Context: an optimization exercise on an open-source flow, tuned for a short achievable clock period and few clock cycles. The choices shown serve that exercise and are no tape-out recipe. The RTL was checked by simulation tests, not by an equivalence proof against the original design. No activity file was given, so power comes from the tool's default toggle rates.

==> flow/design.v (excerpt) <==
module cpu
(
input clk,
input reset,
output [15:0] o_pc_addr,
output o_pc_rd,
input [15:0] i_pc_rddata,
input [15:0] i_ldst_rddata,
output [15:0] o_ldst_wrdata,
output [15:0] o_ldst_addr,
output o_ldst_rd,
output o_ldst_wr,
output [127:0] o_tb_regs
);
localparam int NB = 4;    
logic [7:0][15:0] rf;
logic [14:0] fa;          
logic [14:1] fa_hi;       
logic        fa0n;
assign fa = {fa_hi, ~fa0n};
logic [14:0] fa_o;        
logic [14:0] ras;         
logic        d_valid;
logic [14:0] d_pc, d_pc2;    
logic        d_pt;           
logic [14:0] d_ptgt;         
logic        x_valid;
logic        x_wait;      
logic        x_la, x_lb;  
logic [15:0] x_a, x_b;    
logic        x_sub;
logic [14:0] x_tgt;       
logic [14:0] x_pc, x_pc2;
logic        x_pt;
logic [14:0] x_ptgt;
logic        x_tok;       
logic        x_mov;       
logic        x_add;       
logic        x_mvhi, x_flags, x_ld, x_st;
logic        x_stx;       
logic        x_br, x_breg, x_jz, x_jn, x_jmp, x_call, x_ret;
logic        x_wr;
logic [2:0]  x_rd;
logic        w_wr, w_ld, w_call;
logic [2:0]  w_rd;
logic [15:0] w_res;
logic [14:0] w_pc2;
logic        p_rd, p_wr;
logic [15:0] p_addr, p_data;
logic        f_n, f_z;
logic [NB-1:0]       b_v, b_ret;
logic [NB-1:0][14:0] b_tag, b_tgt;
logic [1:0]          b_ptr;     
logic        u_v, u_ret;
logic [14:0] u_pc, u_tgt;
logic [NB-1:0] u2_we;
logic        u2_ret;
logic [14:0] u2_pc, u2_tgt;
logic [15:0] x_sum;
logic        x_z;
logic        x_go, x_take, x_mis;
logic [14:0] x_target, x_redir;
alu alu0 (.i_cin(x_sub), .i_op_a(x_a), .i_op_b(x_b), .o_sum(x_sum), .o_z(x_z));
assign x_go     = x_valid && !x_wait;
assign x_take   = x_br && (x_jmp || (x_jz && f_z) || (x_jn && f_n));
assign x_target = x_breg ? x_a[15:1] : x_tgt;
assign x_mis    = x_go && (x_take ? (!x_pt || (x_breg && !x_tok)) : x_pt);
assign x_redir  = x_take ? x_target : x_pc2;
assign o_ldst_addr   = p_addr;
assign o_ldst_wrdata = p_data;
assign o_ldst_rd     = p_rd;
assign o_ldst_wr     = p_wr;
logic [15:0] w_val;
  ...
Size in the first run: about 210 I/O pins.
export LEC_CHECK = 0
export CAP_MARGIN = 20
export CORE_MARGIN = 2
export CORE_UTILIZATION = 35
export PLACE_DENSITY = 0.55
export SETUP_SLACK_MARGIN = 3.2
export SLEW_MARGIN = 20
create_clock -name core_clock -period 5.5 [get_ports {clk}]
run.sh (not shown) runs the stock make flow with config.mk's settings and CLKGATE_MAP_FILE= SYNTH_SCRIPT=/design/flow/synth_recipe.tcl, a recipe that flattens the netlist after the stock synthesis.
Testbench counts at the start, summed over its fixed seeds: cycles 117,485.
==> next run, changes <==
CORE_UTILIZATION = 40   (was 35)
PLACE_DENSITY = 0.6   (was 0.55)
SETUP_SLACK_MARGIN = 3   (was 3.2)
=> Design area came out lower by about 2.7%. Count of clock-buffer cells in the layout came out lower by 7. Register-to-register slack got worse by 0.14 ns. Power came out lower by about 3%. Synthesized cell count stays the same. Setup slack got worse by 0.075 ns. Global-route usage came out higher by 2.9 points. Non-clock buffer count came out lower by 117.
==> next run, changes <==
CORE_UTILIZATION = 25   (was 40)
PLACE_DENSITY = 0.45   (was 0.6)
SETUP_SLACK_MARGIN = 3.2   (was 3)
Fmax falls by 0.40%.
Wire length rises by 5.1%.
Setup slack degrades by 0.011 ns.
Worst hold slack degrades by 0.0046 ns.
Via count falls by 2.5%.
Sequential power falls by about 1%.
Clock skew barely changes.
Non-clock buffer count rises by 129.
Utilization falls by 19 points.
Area after synthesis is unchanged.
First-iteration DRC count falls by 23%.
==> next run, changes <==
CORE_UTILIZATION = 40   (was 25)
PLACE_DENSITY = 0.6   (was 0.45)
SETUP_SLACK_MARGIN = 3.5   (was 3.2)
Worst hold slack stays flat.
Die area falls by well over a third.
Flip-flop and latch count stays the same.
Clock skew rises by 0.016 ns.
Setup slack improved by 0.030 ns.
Utilization rises by 22 points.
Wire length rises by a few percent.
Power rises by a few percent.
Cell count falls by roughly a tenth.
Design area rises slightly.
==> next run, changes <==
CORE_UTILIZATION = 30   (was 40)
PLACE_DENSITY = 0.5   (was 0.6)
SETUP_SLACK_MARGIN = 3.0   (was 3.5)
The new run finished clean; final area went down by a few percent; wire length went down by a few percent; count of clock-buffer cells in the layout went up by 8.
==> next run, changes <==
CORE_UTILIZATION = 45   (was 30)
PLACE_DENSITY = 0.7   (was 0.5)
SETUP_SLACK_MARGIN = 3.2   (was 3.0)
Outcome: The changed run completed with no timing, DRC or antenna violations. Power grows slightly. Non-clock buffer count grows by 84. Sequential share of layout area shrinks by 0.23 points. Maximum frequency shrinks slightly. Routed wire length shrinks slightly. Via count grows by a few percent. Cell count shrinks by a little under a tenth. Synthesized area stays the same. First-iteration DRC count grows by a quarter to a third.

========
Setup of job 101:
cpu, a different RTL version from the one above (not shown whole).
For scale: roughly 730 flip-flops, about 210 I/O pins, ~36000 µm² of cells after synthesis.
Settings: LEC_CHECK=0, CAP_MARGIN=20, CORE_MARGIN=2, CORE_UTILIZATION=50, PLACE_DENSITY=0.65, SETUP_SLACK_MARGIN=3.5, SLEW_MARGIN=20; clock period 5.5 ns.
Testbench counts of job 101, summed over its fixed seeds: cycles 117,626.
Input-level comparison between job 102 and job 101:
# job 101
export LEC_CHECK = 0
export CAP_MARGIN = 20
export CORE_MARGIN = 2
export CORE_UTILIZATION = 50
export PLACE_DENSITY = 0.65
export SETUP_SLACK_MARGIN = 3.5
export SLEW_MARGIN = 20
create_clock -name core_clock -period 5.5 [get_ports {clk}]
# job 102
export LEC_CHECK = 0
export CAP_MARGIN = 20
export CORE_MARGIN = 2
export CORE_UTILIZATION = 40
export PLACE_DENSITY = 0.6
export SETUP_SLACK_MARGIN = 5
export SLEW_MARGIN = 20
export TNS_END_PERCENT = 100
create_clock -name core_clock -period 5.5 [get_ports {clk}]
## What came out
- Job 102 ends up with a sequential cell area share that is 5.0 points lower than in job 101.
- In the reports for job 101 and job 102, the larger number of buffers added by the clock tree synthesis step belongs to job 102.
- Job 102 consumes more power than job 101 does.
- The higher number of stages on the worst setup path came out of job 101.
- Taking job 101 as the reference, in job 102 switching power of the nets went up; path depth of the worst reg2reg path now sits lower; routed wire length up 37 mm.
- Compared with job 101, job 102 shows signed area change from the synthesized netlist to the final layout higher by 22 points.
The following lists how job 103 was set up differently from job 102:
# job 102
export LEC_CHECK = 0
export CAP_MARGIN = 20
export CORE_MARGIN = 2
export CORE_UTILIZATION = 40
export PLACE_DENSITY = 0.6
export SETUP_SLACK_MARGIN = 5
export SLEW_MARGIN = 20
export TNS_END_PERCENT = 100
create_clock -name core_clock -period 5.5 [get_ports {clk}]
# job 103
export LEC_CHECK = 0
export CAP_MARGIN = 20
export CORE_MARGIN = 2
export CORE_UTILIZATION = 40
export PLACE_DENSITY = 0.6
export SETUP_SLACK_MARGIN = 3.5
export SLEW_MARGIN = 20
create_clock -name core_clock -period 5.5 [get_ports {clk}]
Results
- Comparing detailed-route via count for job 103 and job 102, the smaller number came from job 103.
- The pre-CTS worst setup slack of job 103 was superior to that of job 102.
- The post-layout net count reported for job 103 is smaller than that of job 102 by 9.9%.
- Cmp job 103 vs job 102: largest net degree at the start of global routing higher in job 103
- Logic depth of the worst path, buffers included in job 103 is 1 lower than in job 102
- For final design area excluding fillers, dividing the value from job 102 by the value from job 103 gives 1.16.
- Comparing transition time at the pin with the least slew margin for job 103 and job 102, the bigger number came from job 102.

========
Setup of v6:
Another version of the RTL of cpu (not shown whole).
For scale: ~1500 cells after synthesis, roughly 15000 µm² of cells after synthesis.
==> flow/design.v (excerpt) <==
module cpu
(
input clk,
input reset,
output [15:0] o_pc_addr,
output o_pc_rd,
input [15:0] i_pc_rddata,
input [15:0] i_ldst_rddata,
output [15:0] o_ldst_wrdata,
output [15:0] o_ldst_addr,
output o_ldst_rd,
output o_ldst_wr,
output [127:0] o_tb_regs
);
Settings: LEC_CHECK=0, CAP_MARGIN=20, CORE_MARGIN=2, CORE_UTILIZATION=40, PLACE_DENSITY=0.6, SETUP_SLACK_MARGIN=2.5, SLEW_MARGIN=20; clock period 5.5 ns.
Testbench counts of v6, summed over its fixed seeds: cycles 116,982.
Modified inputs, v7 compared to v6
Settings: swapping 2.5 for 4 in SETUP_SLACK_MARGIN.
Register-to-register slack, v7 and v6, higher one = v6. Looking only at total CTS buffers, and setting everything else aside, the higher value of v7 and v6 goes to v6. v7 against v6: path depth of the worst reg2reg path up 1; switching component of the power up 25%.

========
## north
cpu with an RTL version that a note above also has.
Size: ~2,600 cells after synthesis, about 210 I/O pins, roughly 0.031 sq mm of cells after synthesis.
clock: 5.5 ns
lec_check: 0
cap_margin: 20
core_margin: 2
core_utilization: 30
place_density: 0.5
setup_slack_margin: 3.2
slew_margin: 20
Testbench counts of north, summed over its fixed seeds: cycles 117,485.
[inputs] south vs north
diff --git a/flow/config.mk b/flow/config.mk
--- a/flow/config.mk
+++ b/flow/config.mk
@@ -8,6 +8,6 @@
 export CAP_MARGIN = 20
 export CORE_MARGIN = 2
-export CORE_UTILIZATION = 30
-export PLACE_DENSITY = 0.5
-export SETUP_SLACK_MARGIN = 3.2
+export CORE_UTILIZATION = 35
+export PLACE_DENSITY = 0.55
+export SETUP_SLACK_MARGIN = 3.6
 export SLEW_MARGIN = 20
Results
Routed wire length up 5.1% in south wrt north. Delta (south minus north): number of vias after detailed routing shows an increase of 1,381, global-route usage over all layers shows an increase of 4.8 points. north -> south: unique cell type count in the Yosys netlist delta 0, exact match. Sort north and south by clock share of power, ascending, and south comes first. Diff south..north | critical path depth | negligible. The minimum clock period of south is higher than that of north. south went all the way through the flow, and no timing, DRC or antenna check failed.

-- separate check: timing with driven ports --
The results above use ideal ports. As a check the final layouts listed here were re-extracted and re-timed, cells and wires unchanged.
Step 1 (the two cells are an assumption about what drives the block):
set clk [get_ports {clk}]
set_driving_cell -lib_cell sky130_fd_sc_hd__clkbuf_16 $clk
set_driving_cell -lib_cell sky130_fd_sc_hd__buf_2 [delete_from_list [all_inputs] $clk]
Step 2 moves the port delays by t, midway between the first and last clock arrival at a register: inputs arrive t later, outputs are due t later. That takes back most of the time a late clock gives input paths.
a / b / c = ideal ports / drivers / drivers and shift; a / b = the first two.
run | t, ns | setup slack, ns | worst data-port slew with drivers (ns) | cell pins on the clock port's net
the first run of note 1 | 0.680 | 2.746 / 2.739 / 2.059 | 0.13 | 1
the second run of note 1 | 0.689 | 2.670 / 2.670 / 1.994 | 0.09 | 1
the third run of note 1 | 0.702 | 2.659 / 2.633 / 1.931 | 0.20 | 1
the fourth run of note 1 | 0.692 | 2.689 / 2.673 / 1.981 | 0.09 | 1
the fifth run of note 1 | 0.728 | 2.756 / 2.741 / 2.013 | 0.12 | 1
the sixth run of note 1 | 0.696 | 2.700 / 2.591 / 1.895 | 0.18 | 1
job 101 | 0.720 | 2.643 / 2.606 / 1.886 | 0.23 | 1
job 102 | 0.746 | 2.388 / 2.388 / 1.819 | 0.29 | 1
job 103 | 0.730 | 2.677 / 2.677 / 1.953 | 0.20 | 1
v6 | 0.628 | 2.131 / 2.077 / 1.949 | 0.07 | 1
v7 | 0.640 | 2.073 / 2.015 / 2.155 | 0.22 | 1
north | 0.717 | 2.788 / 2.792 / 2.075 | 0.12 | 1
south | 0.711 | 2.608 / 2.625 / 1.914 | 0.08 | 1
After both steps every run listed still meets setup and hold. The setup slack of the sixth run of note 1, which loses most, moves by -0.109 ns with the drivers and by -0.805 ns with both steps.
